Context: an optimization exercise on an open-source flow, tuned for small area, a short achievable clock period and few clock cycles. The choices shown serve that exercise and are no tape-out recipe.
Only simulation tests tie the RTL to the original design; equivalence was not proved.
No activity file was given, so power comes from the tool's default toggle rates.

## 01-25
## mips_cpu
module mips_cpu (
  input         clk,
  input         reset,
  output [31:0] imem_addr,
  input  [31:0] imem_rdata,
  output [31:0] dmem_addr,
  output [31:0] dmem_wdata,
  output        dmem_we,
  output        dmem_re,
  input  [31:0] dmem_rdata
);
  localparam OP_R    = 6'b000000;
  localparam OP_J    = 6'b000010;
  localparam OP_BEQ  = 6'b000100;
  localparam OP_BNE  = 6'b000101;
  localparam OP_ADDI = 6'b001000;
  localparam OP_LUI  = 6'b001111;
  localparam OP_LW   = 6'b100011;
  localparam OP_SW   = 6'b101011;
  localparam F_SLL   = 6'b000000;
  localparam F_MULTU = 6'b011001;
  localparam F_ADD   = 6'b100000;
  localparam F_ADDU  = 6'b100001;
  localparam F_SUB   = 6'b100010;
  localparam F_SUBU  = 6'b100011;
  localparam F_XOR   = 6'b100110;
  reg  [29:0] pc;                  
  reg         id_valid;
  reg  [31:0] id_inst;
  reg         id_fastok;           
  ...
Size: roughly 160 I/O pins, about 81000 um^2 of cells after synthesis.
clock: 11.5 ns
lec_check: 0
cap_margin: 20
core_margin: 2
core_utilization: 70
cts_cluster_diameter: 80
cts_cluster_size: 24
slew_margin: 20
synth_hierarchical: 1
standard.sh (not shown) runs the stock make flow with config.mk's settings and CLKGATE_MAP_FILE= SYNTH_SCRIPT=/design/flow/synth_recipe.tcl, a recipe that flattens the netlist after the stock synthesis.
==> flow/flow/run.sh <==
#!/bin/bash
# The standard layout (the standard.sh: standard synthesis, floorplan,
# placement, CTS, routing) with two changes:
# - the buffers that placement puts on every input and output port are
#   buf_4 cells (the platform's MIN_BUF_CELL_AND_PORTS) rather than the
#   default choice;
# - repair_timing works to a setup margin of 8.0 ns, so that it improves
#   paths that already meet the clock period (the SDC is unchanged).
set -euo pipefail
export BUFFER_PORTS_ARGS="-buffer_cell sky130_fd_sc_hd__buf_4"
export SETUP_SLACK_MARGIN=8.0
bash standard.sh > standard_flow.log 2>&1
Testbench counts of 01-25, summed over its fixed seeds: cycles 64,223.
The following lists how 01-17 was set up differently from 01-25:
# 01-25
export LEC_CHECK = 0
export CAP_MARGIN = 20
export CORE_MARGIN = 2
export CORE_UTILIZATION = 70
export CTS_CLUSTER_DIAMETER = 80
export CTS_CLUSTER_SIZE = 24
export SLEW_MARGIN = 20
export SYNTH_HIERARCHICAL = 1
create_clock -name core_clock -period 11.5 [get_ports {clk}]
# 01-17
export LEC_CHECK = 0
export CAP_MARGIN = 20
export CORE_MARGIN = 2
export CORE_UTILIZATION = 40
export CTS_CLUSTER_DIAMETER = 80
export CTS_CLUSTER_SIZE = 24
export SLEW_MARGIN = 20
export SYNTH_HIERARCHICAL = 1
create_clock -name core_clock -period 11.5 [get_ports {clk}]
diff --git a/flow/flow/run.sh b/flow/flow/run.sh
--- a/flow/flow/run.sh
+++ b/flow/flow/run.sh
@@ -5,8 +5,8 @@
 #   buf_4 cells (the platform's MIN_BUF_CELL_AND_PORTS) rather than the
 #   default choice;
-# - repair_timing works to a setup margin of 8.0 ns, so that it improves
+# - repair_timing works to a setup margin of 7.85 ns, so that it improves
 #   paths that already meet the clock period (the SDC is unchanged).
 set -euo pipefail
 export BUFFER_PORTS_ARGS="-buffer_cell sky130_fd_sc_hd__buf_4"
-export SETUP_SLACK_MARGIN=8.0
+export SETUP_SLACK_MARGIN=7.85
 bash standard.sh > standard_flow.log 2>&1
### Flow results
- Logic depth of the worst register-to-register path for 01-17 is higher than for 01-25.
- Going from 01-25 to 01-17, transition time of the tightest slew-check pin down 230 ps; total power divided by cell area up about 1.5%; cell area after layout up about 0.6%; count of clock buffers in the final design down 10.


Starting RTL as in the previous note.
clock: 11.5 ns
lec_check: 0
cap_margin: 20
core_margin: 2
core_utilization: 60
cts_cluster_diameter: 80
cts_cluster_size: 24
slew_margin: 20
synth_hierarchical: 1
==> flow/flow/run.sh <==
#!/bin/bash
# The standard layout (the standard.sh: standard synthesis, floorplan,
# placement, CTS, routing) with two changes:
# - the buffers that placement puts on every input and output port are
#   buf_4 cells (the platform's MIN_BUF_CELL_AND_PORTS) rather than the
#   default choice;
# - repair_timing works to a setup margin of 8.2 ns, so that it improves
#   paths that already meet the clock period (the SDC is unchanged).
set -euo pipefail
export BUFFER_PORTS_ARGS="-buffer_cell sky130_fd_sc_hd__buf_4"
export SETUP_SLACK_MARGIN=8.2
bash standard.sh > standard_flow.log 2>&1
Testbench counts at the start, summed over its fixed seeds: cycles 64,223.
Edit:
--- a/flow/flow/run.sh
+++ b/flow/flow/run.sh
@@ -6,3 +6,3 @@
 #   default choice;
-# - repair_timing works to a setup margin of 8.2 ns, so that it improves
+# - repair_timing works to a setup margin of 7.5 ns, so that it improves
 #   paths that already meet the clock period (the SDC is unchanged).
@@ -10,3 +10,3 @@
 export BUFFER_PORTS_ARGS="-buffer_cell sky130_fd_sc_hd__buf_4"
-export SETUP_SLACK_MARGIN=8.2
+export SETUP_SLACK_MARGIN=7.5
 bash standard.sh > standard_flow.log 2>&1
CORE_UTILIZATION = 40   (was 60)
CTS_CLUSTER_DIAMETER = unset   (was 80)
CTS_CLUSTER_SIZE = unset   (was 24)
Outcome: The new run went through all stages and came out clean. Design area drops by a few percent. Register-to-register slack is worse by 0.29 ns. Combinational power came out lower by a quarter to a third. Via count falls by a little under a tenth. Die area rises by well over a third. Wire length fell by roughly a tenth. Worst setup slack got worse by 0.32 ns. Clock power increases by well over a third.


## rev 12
Starting RTL as in the previous note.
export LEC_CHECK = 0
export CAP_MARGIN = 20
export CORE_MARGIN = 2
export CORE_UTILIZATION = 60
export CTS_CLUSTER_DIAMETER = 80
export CTS_CLUSTER_SIZE = 24
export SLEW_MARGIN = 20
export SYNTH_HIERARCHICAL = 1
export TNS_END_PERCENT = 50
create_clock -name core_clock -period 11.5 [get_ports {clk}]
==> flow/flow/run.sh <==
#!/bin/bash
# The standard layout (the standard.sh: standard synthesis, floorplan,
# placement, CTS, routing) with two changes:
# - the buffers that placement puts on every input and output port are
#   buf_4 cells (the platform's MIN_BUF_CELL_AND_PORTS) rather than the
#   default choice;
# - repair_timing works to a setup margin of 8.0 ns, so that it improves
#   paths that already meet the clock period (the SDC is unchanged).
set -euo pipefail
export BUFFER_PORTS_ARGS="-buffer_cell sky130_fd_sc_hd__buf_4"
export SETUP_SLACK_MARGIN=8.0
bash standard.sh > standard_flow.log 2>&1
Rev 12 finished every stage and its layout cleared the timing, design-rule and antenna checks.
Testbench counts of rev 12, summed over its fixed seeds: cycles 64,223.
Inputs modified between rev 12 and rev 13:
- a deleted TNS_END_PERCENT that had been 50
- a deleted CTS_CLUSTER_DIAMETER that had been 80
- a deleted CTS_CLUSTER_SIZE that had been 24
- a change of CORE_UTILIZATION from 60 to 40
==> comparison <==
For the power spent charging and discharging nets, rev 13 came in 200 uW higher than rev 12 did.
Rev 13 | stages: all done | timing, DRC, antenna: all pass
Comparing rev 13 and rev 12, non-clock buffer count is higher on rev 13.
Utilization rev 12 -> rev 13: down


Setup of job 8743:
mips_cpu, a different RTL version from the one above (not shown whole).
Size in the first run: about 6800 cells after synthesis, ~160 I/O pins, ~80000 µm² of cells after synthesis.
// mips_cpu
module mips_cpu (
  input         clk,
  input         reset,
  output [31:0] imem_addr,
  input  [31:0] imem_rdata,
  output [31:0] dmem_addr,
  output [31:0] dmem_wdata,
  output        dmem_we,
  output        dmem_re,
  input  [31:0] dmem_rdata
);
Settings: LEC_CHECK=0, CAP_MARGIN=20, CORE_MARGIN=2, CORE_UTILIZATION=40, SLEW_MARGIN=20, SYNTH_HIERARCHICAL=1; clock period 11.5 ns.
run.sh (not shown) runs the stock make flow with config.mk's settings and CLKGATE_MAP_FILE= SYNTH_SCRIPT=/design/flow/synth_recipe.tcl, a recipe that flattens the netlist after the stock synthesis.
Stock flow here: none of the scripts above is used.
Testbench counts of job 8743, summed over its fixed seeds: cycles 64,223.
The following lists how job 9320 was set up differently from job 8743:
==> flow/flow/run.sh (new file) <==
#!/bin/bash
# The standard layout (the standard.sh: standard synthesis, floorplan,
# placement, CTS, routing) with two changes:
# - the buffers that placement puts on every input and output port are
#   buf_4 cells (the platform's MIN_BUF_CELL_AND_PORTS) rather than the
#   default choice;
# - repair_timing works to a setup margin of 7.5 ns, so that it improves
#   paths that already meet the clock period (the SDC is unchanged).
set -euo pipefail
export BUFFER_PORTS_ARGS="-buffer_cell sky130_fd_sc_hd__buf_4"
export SETUP_SLACK_MARGIN=7.5
bash standard.sh > standard_flow.log 2>&1
==> flow/standard.sh (new file) <==
#!/bin/bash
# synth_recipe.tcl (not shown) runs the flow's synth.tcl, then flattens the netlist and writes it again
# the make line also repeats each setting of config.mk as NAME=value (left out here)
make -C /OpenROAD-flow-scripts/flow DESIGN_CONFIG=/design/flow/config.mk WORK_HOME=/design/flow/orfs CLKGATE_MAP_FILE= SYNTH_SCRIPT=/design/flow/synth_recipe.tcl "${@:-finish}"
removed: flow/run.sh
Row count of buffers not belonging to the clock network in the layout: job 9320 higher / job 8743 lower. The estimated power of job 9320 ends up lower than the estimate for job 8743. There was hardly any difference in sequential share of cell area between job 9320 and job 8743. As far as count of cells along the worst hold path goes, job 8743 and job 9320 are indistinguishable; the numbers are identical. Job 9320 -> job 8743: max capacitance violation total flat. Job 9320 against job 8743: slew of the pin with the lowest slew margin lost 0.0033 ns; critical path depth lost 7; final instance area neither gained nor lost much. Job 8743 → job 9320: cell internal power dissipation down 0.00011 W, end-of-flow core utilization flat.


RTL: one of the versions met above, not the one the previous note started from.
Size in the first run: about 160 I/O pins, ~81,000 sq um of cells after synthesis.
==> flow/config.mk <==
export PLATFORM = sky130hd
export DESIGN_NAME = mips_cpu
export DESIGN_NICKNAME = mips_cpu
export VERILOG_FILES = /design/flow/design.v
export SDC_FILE = /design/flow/constraint.sdc
export NUM_CORES = 4
export LEC_CHECK = 0
export CAP_MARGIN = 20
export CORE_MARGIN = 2
export CORE_UTILIZATION = 60
export CTS_CLUSTER_DIAMETER = 80
export CTS_CLUSTER_SIZE = 24
export SLEW_MARGIN = 20
export SYNTH_HIERARCHICAL = 1
==> flow/constraint.sdc <==
create_clock -name core_clock -period 11.5 [get_ports {clk}]
set_input_delay 2.3000 -clock core_clock [delete_from_list [all_inputs] [get_ports {clk}]]
set_output_delay 2.3000 -clock core_clock [all_outputs]
set_load 0.01 [all_outputs]
standard.sh (not shown) runs the stock make flow with config.mk's settings and CLKGATE_MAP_FILE= SYNTH_SCRIPT=/design/flow/synth_recipe.tcl, a recipe that flattens the netlist after the stock synthesis.
==> flow/flow/run.sh <==
#!/bin/bash
# The standard layout (the standard.sh: standard synthesis, floorplan,
# placement, CTS, routing) with two changes:
# - the buffers that placement puts on every input and output port are
#   buf_4 cells (the platform's MIN_BUF_CELL_AND_PORTS) rather than the
#   default choice;
# - repair_timing works to a setup margin of 8.0 ns, so that it improves
#   paths that already meet the clock period (the SDC is unchanged).
set -euo pipefail
export BUFFER_PORTS_ARGS="-buffer_cell sky130_fd_sc_hd__buf_4"
export SETUP_SLACK_MARGIN=8.0
bash standard.sh > standard_flow.log 2>&1
The first run finished clean.
Testbench counts at the start, summed over its fixed seeds: cycles 64,223.
Rerun with:
--- a/flow/flow/run.sh
+++ b/flow/flow/run.sh
@@ -5,8 +5,8 @@
 #   buf_4 cells (the platform's MIN_BUF_CELL_AND_PORTS) rather than the
 #   default choice;
-# - repair_timing works to a setup margin of 8.0 ns, so that it improves
+# - repair_timing works to a setup margin of 7.85 ns, so that it improves
 #   paths that already meet the clock period (the SDC is unchanged).
 set -euo pipefail
 export BUFFER_PORTS_ARGS="-buffer_cell sky130_fd_sc_hd__buf_4"
-export SETUP_SLACK_MARGIN=8.0
+export SETUP_SLACK_MARGIN=7.85
 bash standard.sh > standard_flow.log 2>&1
- setup slack got worse by 180 ps
- non-clock buffer count came out lower by 125
- worst hold slack barely changes
- first-iteration DRC count barely changes
- routed wire length came out lower by 0.82%
- cell area came out lower by 2.8%

==> re-timing with driven ports <==
No port has a modelled driver above. Below, the same layouts with a new extraction and two added sets of constraints.
Step 1 (the two cells are an assumption about what drives the block):
set clk [get_ports {clk}]
set_driving_cell -lib_cell sky130_fd_sc_hd__clkbuf_16 $clk
set_driving_cell -lib_cell sky130_fd_sc_hd__buf_2 [delete_from_list [all_inputs] $clk]
Step 2, shift: input delay + t, output delay - t, t = (earliest + latest rising clock arrival at the registers) / 2. This alone moves slack from input paths to output paths.
Three values: no drivers, after step 1, after step 2; two values: the first two.
run	t (ns)	setup WS [ns]	worst data-port slew with drivers (ns)
01-25	0.801	7.834 / 7.814 / 7.074	0.10
01-17	0.851	7.789 / 7.755 / 7.131	0.09
the first run of note 2	0.837	7.844 / 7.803 / 7.113	0.08
the second run of note 2	0.897	7.521 / 7.436 / 6.770	0.09
rev 12	0.839	7.815 / 7.739 / 7.055	0.10
rev 13	0.897	7.797 / 7.717 / 7.163	0.11
job 8743	0.917	6.087 / 6.087 / 6.087	0.08
job 9320	0.913	7.430 / 7.428 / 6.799	0.10
the first run of note 5	0.827	7.918 / 7.850 / 7.124	0.09
the second run of note 5	0.820	7.738 / 7.738 / 7.025	0.11
After both steps every run listed still meets setup and hold. The setup slack of the first run of note 5, which loses most, moves by -0.068 ns with the drivers and by -0.794 ns with both steps.
